This is an optimization exercise on Yosys and OpenROAD, whose aim is small area, a short achievable clock period and few clock cycles, not a production implementation. Only simulation tests tie the RTL to the original design; equivalence was not proved.

`flow/run.sh`:
```
#!/bin/bash
# synth_recipe.tcl (not shown) runs the flow's synth.tcl, then flattens the netlist and writes it again
# the make line also repeats each setting of config.mk as NAME=value (left out here)
make -C /OpenROAD-flow-scripts/flow DESIGN_CONFIG=/design/flow/config.mk WORK_HOME=/design/flow/orfs CLKGATE_MAP_FILE= SYNTH_SCRIPT=/design/flow/synth_recipe.tcl finish
```
`flow/config.mk`:
```
export PLATFORM = sky130hd
export DESIGN_NAME = cpu
export DESIGN_NICKNAME = cpu
export VERILOG_FILES = /design/flow/design.v
export SDC_FILE = /design/flow/constraint.sdc
export NUM_CORES = 8
export LEC_CHECK = 0
export CAP_MARGIN = 20
export CORE_MARGIN = 2
export CORE_UTILIZATION = 40
export SLEW_MARGIN = 20
```
`flow/constraint.sdc`:
```
create_clock -name core_clock -period 12.0 [get_ports {clock}]
set_input_delay 2.4000 -clock core_clock [delete_from_list [all_inputs] [get_ports {clock}]]
set_output_delay 2.4000 -clock core_clock [all_outputs]
set_load 0.01 [all_outputs]
```
`flow/design.v`:
```
/*verilator lint_off CASEOVERLAP*/
/*verilator lint_off CASEINCOMPLETE*/
module cpu
(
    input               clock,
    input               reset_n,
    input               ce,
    output      [31:0]  address,
    input       [ 7:0]  in,
    output  reg [ 7:0]  out,
    output  reg         we,
    output  reg [ 9:0]  sp,
    input       [31:0]  si,
    output  reg [31:0]  so,
    output  reg         sw,
    output  reg [ 7:0]  ra, rb,
    input       [31:0]  r1, r2,
    output  reg [31:0]  ro,          
    output  reg         rw           
);
localparam CF = 0, ZF = 1, SF = 2, OF = 3;
assign address = cp ? ea : pc;
reg         cp;
reg [31:0]  pc, ea;
reg [ 2:0]  alu;
reg [ 7:0]  opc;
reg [ 3:0]  m, t;
reg [ 3:0]  flag;
always @(posedge clock)
if (reset_n == 1'b0) begin pc <= 0; t <= 0; cp <= 0; flag <= 4'b0000; rw <= 0; we <= 0; sw <= 0; ra <= 0; rb <= 0; sp <= 0; end
else begin
    rw <= 0;
    we <= 0;
    sw <= 0;
    m  <= m + 1;
    case (t)
        0: begin
            case (in)
            8'h00: t <= 1;
            8'h01: t <= 2;
            8'h02, 8'h03, 8'h04: t <= 3;
            8'h05, 8'h06, 8'h07: t <= 4;
            8'h08: t <= 14;
            8'h09: t <= 15;
            8'h0D: begin t <= 10; ra <= 255; end
            8'h0E: begin t <= 11; ra <= 255; end
            8'h0F: begin t <= 12; ra <= 255; end
            8'h10, 8'h11, 8'h12, 8'h13, 8'h14, 8'h15, 8'h16, 8'h17: t <= 5;
            8'h18, 8'h19, 8'h1A, 8'h1B, 8'h1C, 8'h1D,        8'h1F: t <= 6;
            8'h1E: t <= 13;
            8'h70: t <= 7;
            8'h71,
            8'h0C: t <= 8;
            8'h7A: t <= 9;
            8'h72, 8'h73, 8'h72, 8'h73, 8'h74, 8'h75, 8'h76,
            8'h77, 8'h78, 8'h79, 8'h7C, 8'h7D, 8'h7E, 8'h7F:
                if (br[in[3:1]] != in[0]) t <= 7;
            endcase
            m   <= 0;
            pc  <= (in[7:4] == 4'h7 && in != 8'h70 && in != 8'h71 && in != 8'h7A && in != 8'h7B && br[in[3:1]] == in[0]) ? pc + 2 : pc + 1;
            opc <= in;
            alu <= in[2:0];
        end
        1: case (m)
            0: begin pc <= pc + 1; ra        <= in; end
            1: begin pc <= pc + 1; ro[  7:0] <= in; end
            2: begin pc <= pc + 1; ro[ 15:8] <= in; end
            3: begin pc <= pc + 1; ro[23:16] <= in; end
            4: begin pc <= pc + 1; ro[31:24] <= in; t <= 0; rw <= 1; end
        endcase
        2: case (m)
            0: begin pc <= pc + 1; rb <= in; end
            1: begin pc <= pc + 1; ra <= in; ro <= r2; rw <= 1; t <= 0; end
        endcase
        3: case (m)
            0: begin pc <= pc + 1; rb <= in; end
            1: begin pc <= pc + 1; ra <= in; cp <= 1; ea <= r2; end
            2: begin ea <= ea + 1; m <= opc == 2 ? 6 : 3; ro        <= in; end
            3: begin ea <= ea + 1; m <= opc == 3 ? 6 : 4; ro[ 15:8] <= in; end
            4: begin ro[23:16] <= in; ea <= ea + 1; end
            5: begin ro[31:24] <= in; end
            6: begin t <= 0; rw <= 1; cp <= 0; end
        endcase
        4: case (m)
            0: begin rb <= in; pc <= pc + 1; end
            1: begin ra <= in; pc <= pc + 1; end
            2: begin ea <= r1;     m <= (opc == 5) ? 6 : 3; we <= 1; out <= r2[ 7:0]; cp <= 1; end
            3: begin ea <= ea + 1; m <= (opc == 6) ? 6 : 4; we <= 1; out <= r2[15:8]; end
            4: begin ea <= ea + 1; we <= 1; out <= r2[23:16]; end
            5: begin ea <= ea + 1; we <= 1; out <= r2[31:24]; end
            6: begin t <= 0; cp <= 0; end
        endcase
        5: case (m)
            0: begin ra <= in; pc <= pc + 1; end
            1: begin rb <= in; pc <= pc + 1; end
            2: begin
                t    <= 0;
                flag <= _flag_alu;
                if (alu != 7) begin ro <= _res; rw <= 1; ra <= in; pc <= pc + 1; end
            end
        endcase
        6: case (m)
            0: begin ra <= in; pc <= pc + 1; end
            1: begin rb <= in; pc <= pc + 1; end
            2: begin flag <= _flag_rot; ro <= _rot; rw <= 1; t <= 0; end
        endcase
        7: begin t <= 0; pc <= pc + 1 + {{24{in[7]}}, in}; end
        8: case (m)
            0: begin ro[  7:0] <= in; pc <= pc + 1; ra <= 255; end
            1: begin ro[ 15:8] <= in; pc <= pc + 1; end
            2: begin ro[23:16] <= in; pc <= pc + 1; end
            3: begin
                t  <= 0;
                pc <= {in, ro[23:0]};
                sp <= r1 - 1;
                ro <= r1 - 1;
                so <= pc + 1;
                sw <= (opc == 8'h0C);
                rw <= (opc == 8'h0C);
            end
        endcase
        9: case (m)
            0: begin ra <= in; end
            1: begin pc <= r1; t <= 0; end
        endcase
        10: case (m)
            0: begin sp <= r1; ro <= r1 + 1; rw <= 1; end
            1: begin pc <= si; t <= 0; end
        endcase
        11: case (m)
            0: begin opc <= in; sp <= r1; rw <= 1; ro <= r1 - in; pc <= pc + 1; end
            1: begin ra <= in; pc <= pc + 1; end
            2: begin
                m  <= 2;
                ra <= in;
                so <= r1;
                sw <= 1;
                sp <= sp - 1;
                if (opc == 1) t <= 0;
                else begin opc <= opc - 1; pc <= pc + 1; end
            end
        endcase
        12: case (m)
            0: begin opc <= in; sp <= r1; rw <= 1; ro <= r1 + in; pc <= pc + 1; end
            1: begin
                m  <= 1;
                rw <= 1;
                ra <= in;
                ro <= si;
                sp <= sp + 1;
                pc <= pc + 1;
                if (opc == 1) t <= 0; else opc <= opc - 1;
            end
        endcase
        13: case (m)
            0: begin pc <= pc + 1; ra <= in; end
            1: begin pc <= pc + 1; ro <= {{24{in[7]}}, in}; rw <= 1; t <= 0; end
        endcase
        14: case (m)
            0: begin ra <= in; pc <= pc + 1; end
            1: begin rb <= in; pc <= pc + 1; end
            2: begin ra <= in; pc <= pc + 1; rw <= 1; ro <= imul[63:32]; so <= imul[31:0]; end
            3: begin ra <= in; pc <= pc + 1; rw <= 1; ro <= so; t <= 0; end
        endcase
        15: case (m)
            0: begin ra <= in; pc <= pc + 1; end
            1: begin rb <= in; pc <= pc + 1; end
            2: begin so <= 1'b0; ro <= r1; opc <= 32; end
            3: begin
                ro <= {ro[30:0], divnext >= r2};                 
                so <= {divnext >= r2 ? divnext - r2 : divnext};  
                if (opc != 1) begin opc <= opc - 1; m <= 3; end
            end
            4: begin rw <= 1; ra <= in; pc <= pc + 1; end
            5: begin rw <= 1; ra <= in; pc <= pc + 1; ro <= so; t <= 0; end
        endcase
    endcase
end
wire [63:0] imul = r1 * r2;
wire [31:0] divnext = {so[30:0], ro[31]};
wire [7:0] br =
{
    (flag[OF] ^ flag[SF]) | flag[ZF],    
    (flag[OF] ^ flag[SF]),               
    1'b0,                                
    flag[SF],
    flag[CF] | flag[ZF],                 
    flag[ZF],
    flag[CF],
    1'b0                                 
};
wire overflow = (r1[31] ^ r2[31] ^ (alu <= 1)) & (r1[31] ^ _res[31]);
wire [32:0] _res =
    alu == 3'h0 ? r1 + r2 :
    alu == 3'h1 ? r1 + r2 + flag[CF] :
    alu == 3'h3 ? r1 - r2 - flag[CF] :
    alu == 3'h4 ? r1 & r2 :
    alu == 3'h5 ? r1 ^ r2 :
    alu == 3'h6 ? r1 | r2 :
                  r1 - r2;   
wire [ 3:0] _flag_alu = {overflow, _res[31], ~|_res[31:0], _res[32]};
wire [ 4:0] rt = opc[0] ? r2[4:0] : (~r2[4:0]) + 1;
wire [31:0] t1 = rt[0] ? {r1[   0], r1[ 31:1]} : r1;
wire [31:0] t2 = rt[1] ? {t1[ 1:0], t1[ 31:2]} : t1;
wire [31:0] t3 = rt[2] ? {t2[ 3:0], t2[ 31:4]} : t2;
wire [31:0] t4 = rt[3] ? {t3[ 7:0], t3[ 31:8]} : t3;
wire [31:0] t5 = rt[4] ? {t4[15:0], t4[31:16]} : t4;
wire [31:0] m5 = opc[0] ? ~(32'hFFFFFFFF >> r2[4:0]) : ~(32'hFFFFFFFF << r2[4:0]);
wire [31:0] _rot =
    alu == 3'h0 ||
    alu == 3'h1 ? t5 :                   
    alu == 3'h2 ? (t5 & ~m5) :           
    alu == 3'h3 ? (t5 & ~m5) :           
    alu == 3'h4 ? (t5 & ~m5) | (flag[CF] ?  m5 : 0) :  
    alu == 3'h5 ? (t5 & ~m5) | (flag[CF] ?  m5 : 0) :  
    alu == 3'h6 ? (t5 & ~m5) :           
        r1[31] ? t5 | m5 : t5 & ~m5;     
wire [ 3:0] _flag_rot = {1'b0, _rot[31], _rot == 32'b0, t5[opc[0] ? 31 : 0]};
endmodule
```
==> flow_summary.json <==
{
  "ys_seq_area_frac": 0.0763,
  "maxCapViolCount": 0,
  "cts_resized": 0,
  "drive_gt1_frac": 0.0833,
  "drt_first_pass_iters": 9,
  "grt-ovfl-total": 0,
  "yosysWarnings": 1,
  "cts-root-buf": "clkbuf_16",
  "critPathKind": "input pin to flip-flop",
  "outcome": "finished clean",
  "grt_antenna_before_repair": 31,
  "hold_ws_ns": 0.496,
  "fin_nets": 9961,
  "synthTopCellsByArea": "fa_1, ha_1, inv_1",
  "arrival_ns": 11.94,
  "synth_top_cell_by_area": "fa_1",
  "drc": 0,
  "netlist.area_leader.share": 0.277,
  "grt_pass1_wl_microns": 538000,
  "io_pins": 240,
  "grt_util_all_layers": 0.459,
  "dieHeight_microns": 408,
  "cts_max_path_buffers": 2,
  "crit_path_frequent_cell": "fa_1",
  "num_vias": 69700,
  "clock_sinks": 189,
  "ys_ff_latch": 189,
  "grt_pass1_vias": 68400,
  "tightest_slew_ns": 1.34,
  "htree_levels": 4,
  "std_cell_rows": 148,
  "syn_to_final_growth_pct": 10.7,
  "finalSetupViolCount": 0,
  "drtIter0Drc": 9427,
  "tns_ns": 0,
  "avgSynthCellArea_sq_um": 7.77,
  "viasPerCell": 6.52,
  "clock_latency_ns": 0.55,
  "die_w_microns": 408,
  "synth.distinct_cells": 115,
  "placed_area_sq_mm": 0.0715,
  "worst_setup_path_start_kind": "input pin",
  "cts_setup_buffers": 0,
  "syn_area_sq_mm": 0.0652,
  "end_kind": "flip-flop",
  "required_ns": 12.29,
  "routed_wl_microns": 388000,
  "finClkSkew_ns": 0.0236,
  "start_util": 0.402,
  "critPathMaxFanout": 6,
  "dieArea_sq_mm": 0.166,
  "syn_nets": 9860,
  "maxSlewHeadroom": 0.100,
  "cts_buffers": 17,
  "final_antenna_net_count": 0,
  "rsz0062_at_grt": "false",
  "hold_buffers": 0,
  "finalHoldViolCount": 0,
  "stdcell_area_sq_mm": 0.0722,
  "core_area_sq_mm": 0.162,
  "synth-edff-count": 119,
  "cp_slowest_cell": "clkdlybuf4s50_1",
  "post_drt_wl_per_cell_microns": 36.2,
  "drv_slew": 0,
  "max_freq_mhz": 85.8,
  "fill_cells": 16700,
  "dp_hpwl_microns": 304000,
  "synth_cells": 8388,
  "ys_async_sr_fraction": 0,
  "grt_max_degree": 75,
  "cp_slowest_stage_delay_ns": 0.67,
  "min_period_ns": 11.65,
  "routabilityCongestion": 1.07,
  "finalCritPeriodShare": 0.971,
  "tritoncts": "yes",
  "clkTransAtPathRegs_ns": 0.08,
  "synth_ff_type": "edfxtp_1",
  "portBuffers": 238,
  "hp-class": "flip-flop to flip-flop"
}
==> synth_stat cells, types with 28 or more instances <==
cell type  number
o21ai_0       417
o21bai_1       34
mux2i_1       105
a2111oi_0      28
xnor2_1       261
a31oi_1        82
inv_1        1038
a21oi_1       460
nand4_1        69
o31ai_1        36
mux4_2         34
a21o_1        112
nand3_1       170
nor4_1         57
clkbuf_1      433
o211ai_1       88
a222oi_1       28
dfxtp_1        70
fa_1          901
a221oi_1       86
nand2_1       993
a211oi_1       76
and3_1         64
nor2_1        988
buf_1         125
nor3_1        151
a22o_1         28
a22oi_1        66
mux2_2         54
ha_1          464
or3_1          40
nor2b_1        36
o22ai_1        45
and2_1         41
xor2_1         91
o221ai_1       39
nand2b_1       35
edfxtp_1      119
==> stage by stage <==
stage	cells	util	worst slack [ns]
after detailed placement	10600	0.440	0.161
final	10700	0.444	0.351
after floorplan	8388	-	1.23
after global routing	10700	0.444	0.101
after global placement	10600	0.440	0.199
after CTS	10700	0.444	0.683
==> per-layer routing <==
layer / track usage / wire [microns]
met1: 0.567 / 145000
met2: 0.663 / 160000
met3: 0.163 / 49000
met4: 0.323 / 33300
met5: 0.00575 / 387
==> cell families after synthesis <==
family / after synthesis / synth area share
adders and majority gates: 1366 / 0.366
xor gates and xnor gates: 354 / 0.0479
DFF: 189 / 0.0763
AOI/OAI and AO/OA: 1872 / 0.191
muxes: 193 / 0.0372
and+or+nand+nor: 2755 / 0.186
buffers and inverters: 1659 / 0.0961
==> worst paths after layout <==
path                      startpoint                    to  slack [ns]  depth (start not counted)
setup / recovery              r2[16]      ro[21]$_DFFE_PP_        0.35                         30
hold / removal    rb[4]$_SDFFE_PN0P_    rb[4]$_SDFFE_PN0P_        0.50                          2
setup reg to reg    alu[0]$_DFFE_PP_  flag[1]$_SDFFE_PN0P_        6.16                         13
hold reg to reg   rb[4]$_SDFFE_PN0P_    rb[4]$_SDFFE_PN0P_        0.50                          2
==> critical path, delay by kind of cell <==
| family | cells | cell delay (ns) |
|---|---|---|
| adder cells (fa/ha/maj) | 9 | 3.98 |
| AO/OA/AOI/OAI | 11 | 3.02 |
| buffers and inverters | 7 | 2.09 |
| AND/OR/NAND/NOR | 2 | 0.25 |
| XOR/XNOR | 1 | 0.15 |
==> cell usage in the layout, fill, tap and decap left out, types with 69 or more instances in the layout <==
| cell | count |
|---|---|
| a21o_1 | 112 |
| nor2_1 | 976 |
| a31oi_1 | 81 |
| a21oi_1 | 458 |
| fa_1 | 901 |
| xor2_1 | 90 |
| o211ai_1 | 88 |
| inv_1 | 1036 |
| mux2i_1 | 103 |
| buf_4 | 411 |
| ha_1 | 464 |
| xnor2_1 | 258 |
| a211oi_1 | 75 |
| nor3_1 | 148 |
| nand3_1 | 170 |
| o21ai_0 | 413 |
| clkdlybuf4s50_1 | 198 |
| nand4_1 | 69 |
| a221oi_1 | 84 |
| edfxtp_1 | 119 |
| nand2_1 | 989 |
| dfxtp_1 | 70 |
==> layout make-up <==
| type | count | area (sq um) | share of cell area |
|---|---|---|---|
| clock inverter | 13 | 150 | 0.00208 |
| clock buffer | 19 | 433 | 0.00600 |
| sequential | 189 | 4970 | 0.0689 |
| multi-input combinational | 6540 | 54200 | 0.751 |
| tap | 2175 | 2720 | 0.0377 |
| timing repair buffer | 666 | 5580 | 0.0773 |
| antenna | 26 | 65.1 | 0.000901 |
| inverter | 1075 | 4040 | 0.0559 |
==> flip-flops by register name, summed over array words and instances, names as in the netlist <==
name	flops
alu	3
cp	1
ea	32
flag	4
m	4
opc	8
out	8
pc	32
ra	8
rb	8
ro	32
rw	1
so	32
sp	10
sw	1
t	4
we	1
Testbench counts, summed over its fixed seeds: cycles 1,409,148.

-- re-timing with driven ports --
No port has a modelled driver above. Below, the same layout with a new extraction and two added sets of constraints.
Step 1 (the two cells are an assumption about what drives the block):
set clk [get_ports {clock}]
set_driving_cell -lib_cell sky130_fd_sc_hd__clkbuf_16 $clk
set_driving_cell -lib_cell sky130_fd_sc_hd__buf_2 [delete_from_list [all_inputs] $clk]
Step 2 adds t to the input delays and takes it off the output delays; t is the mean of the earliest and latest rising clock arrival at the registers after step 1. Input paths then give back, and output paths get back, about the clock's delay inside the block.
Three values: ideal, step 1, step 2; two values: the first two.
t, ns: 0.600
setup slack, ns: 0.351 / 0.384 / -0.216
slew at the worst register clock pin (ns): 0.10 / 0.10
worst data-port slew with drivers (ns): 0.07
cell pins on the clock port's net: 1
Met with ideal ports but missed after step 2: setup timing in this run. The setup slack of this run moves by +0.033 ns with the drivers and by -0.567 ns with both steps.
